What follows belongs to an exercise in optimizing a design on an open flow for small area; a production flow would make more cautious choices. The RTL was checked by simulation tests, not by an equivalence proof against the original design. Power and IR drop assume default switching activity.

==> 06-26 <==
==> flow/design.v (excerpt) <==
module M65C02_Core(Rst, Clk, IRQ_Msk, xIRQ, Int, Vector, Done, SC, Mode, RMW, IntSvc, ISR, MC, MemTyp, Wait, Rdy, IO_Op, AO, DI, DO, A
, X, Y, S, P, PC, IR, OP1, OP2);
export LEC_CHECK = 0
export ABC_AREA = 1
export CAP_MARGIN = 20
export CORE_MARGIN = 2
export CORE_UTILIZATION = 40
export CTS_BUF_LIST = sky130_fd_sc_hd__clkbuf_8
export SLEW_MARGIN = 20
export SYNTH_MEMORY_MAX_BITS = 32768
create_clock -name core_clock -period 10.0 [get_ports {Clk}]
standard.sh (not shown) runs the stock make flow with config.mk's settings and CLKGATE_MAP_FILE= SYNTH_SCRIPT=/design/flow/synth_recipe.tcl, a recipe that flattens the netlist after the stock synthesis.
==> flow/flow/run.sh <==
#!/bin/bash
# Layout flow: the standard flow (standard.sh, unchanged synthesis and
# steps), with the port buffers that global placement inserts on every input
# and output made from the smallest buffer, sky130_fd_sc_hd__buf_1, instead of
# the default choice.
set -o pipefail
export BUFFER_PORTS_ARGS="-buffer_cell sky130_fd_sc_hd__buf_1"
bash standard.sh > standard.log 2>&1
==> 02-05 (differences from 06-26) <==
==> flow/flow/run.sh (replaced) <==
#!/bin/bash
# Layout flow: the standard flow (standard.sh) with two changes.
#  1. Synthesis is the standard synthesis script (synth_recipe.tcl, which runs
#     ORFS's synth.tcl) except for the ABC script of its final technology
#     mapping, flow/abc_map.script: an area-oriented mapping instead of
#     ORFS's abc_area.script. Registers, flattening and renaming are those of
#     the standard synthesis.
#  2. The port buffers that global placement inserts on every input and
#     output use the smallest buffer, sky130_fd_sc_hd__buf_1.
set -euo pipefail
HERE=$(pwd)
{
  printf 'proc abc {args} {\n'
  printf '  set i [lsearch -exact $args -script]\n'
  printf '  if {$i >= 0} { lset args [expr {$i + 1}] %s/flow/abc_map.script }\n' "$HERE"
  printf '  yosys abc {*}$args\n'
  printf '}\n'
  cat synth_recipe.tcl
} > my_synth.tcl
sed -e "s#SYNTH_SCRIPT=[^ ]*#SYNTH_SCRIPT=$HERE/my_synth.tcl#" standard.sh > my_standard.sh
grep -q "SYNTH_SCRIPT=$HERE/my_synth.tcl" my_standard.sh
export BUFFER_PORTS_ARGS="-buffer_cell sky130_fd_sc_hd__buf_1"
bash my_standard.sh > standard.log 2>&1
==> flow/flow/abc_map.script (new file) <==
strash
&get -n
&dch
&nf -p -R 1000
&put
topo
==> 10-12 (differences from 06-26) <==
==> flow/run.sh (new file) <==
#!/bin/bash
# synth_recipe.tcl (not shown) runs the flow's synth.tcl, then flattens the netlist and writes it again
# the make line also repeats each setting of config.mk as NAME=value (left out here)
make -C /OpenROAD-flow-scripts/flow DESIGN_CONFIG=/design/flow/config.mk WORK_HOME=/design/flow/orfs CLKGATE_MAP_FILE= SYNTH_SCRIPT=/design/flow/synth_recipe.tcl finish
--- a/flow/config.mk
+++ b/flow/config.mk
@@ -11,3 +11,2 @@
 export CORE_UTILIZATION = 40
-export CTS_BUF_LIST = sky130_fd_sc_hd__clkbuf_8
 export SLEW_MARGIN = 20
removed: flow/flow/run.sh
removed: flow/standard.sh
==> qor summary <==
metric                                                                              06-26                    10-12                    02-05
Clock power share                                                                   24.8%                    31.6%                    30.9%
Number of cells traversed by the worst register-to-register path                       58                       56                       52
1st-iter DRT viols                                                                  2,271                    2,738                    2,025
Static Leak                                                                      6.919 nW                 7.489 nW                 5.751 nW
CTS clock-pin slew for the worst setup and hold paths                             0.09 ns                  0.06 ns                  0.08 ns
Top routing layer in use                                                             met4                     met4                     met5
Non-clock buffers, area share                                                      6.187%                   11.98%                   11.02%
Power consumed by the clock network                                                443 uW                   659 uW                   510 uW
Run status                                                        complete, no violations  complete, no violations  complete, no violations
Clock buf/inv share                                                                2.284%                   3.609%                   2.870%
Average cell area after synthesis                                             6.229 sq um              6.229 sq um              7.455 sq um
Setup ws final                                                                  0.4546 ns                0.4866 ns                0.2402 ns
Arrival time worst endpoint                                                       7.55 ns                  7.51 ns                  7.76 ns
Non-clock buffers                                                                     193                      206                      283
Switching share of total power                                                     45.63%                   40.03%                   36.86%
Power Combinational                                                                668 uW                   757 uW                   487 uW
Count of inverters other than clock inverters in the layout                           351                      351                       87

[static timing again, ports no longer ideal]
In the flow no input, the clock included, has a driving cell. The finished layouts below were timed again as built, in two steps.
Step 1: set_driving_cell puts a clkbuf_16 on Clk and a buf_2 on each other input, an assumption about the parent block.
Step 2 times the ports against the registers' clock, not the clock port: input delays grow and output delays shrink by t, the midpoint of the rising clock arrivals with the driver on.
a / b / c = ideal / step 1 / step 2; a / b = the first two.
run	t, ns	setup slack, ns	worst data-port slew with drivers (ns)
06-26	0.554	0.455 / 0.403 / 0.776	0.04
02-05	0.527	0.240 / 0.193 / 0.718	0.08
10-12	0.504	0.487 / 0.430 / 0.821	0.05
After both steps setup and hold are still met in every run listed.
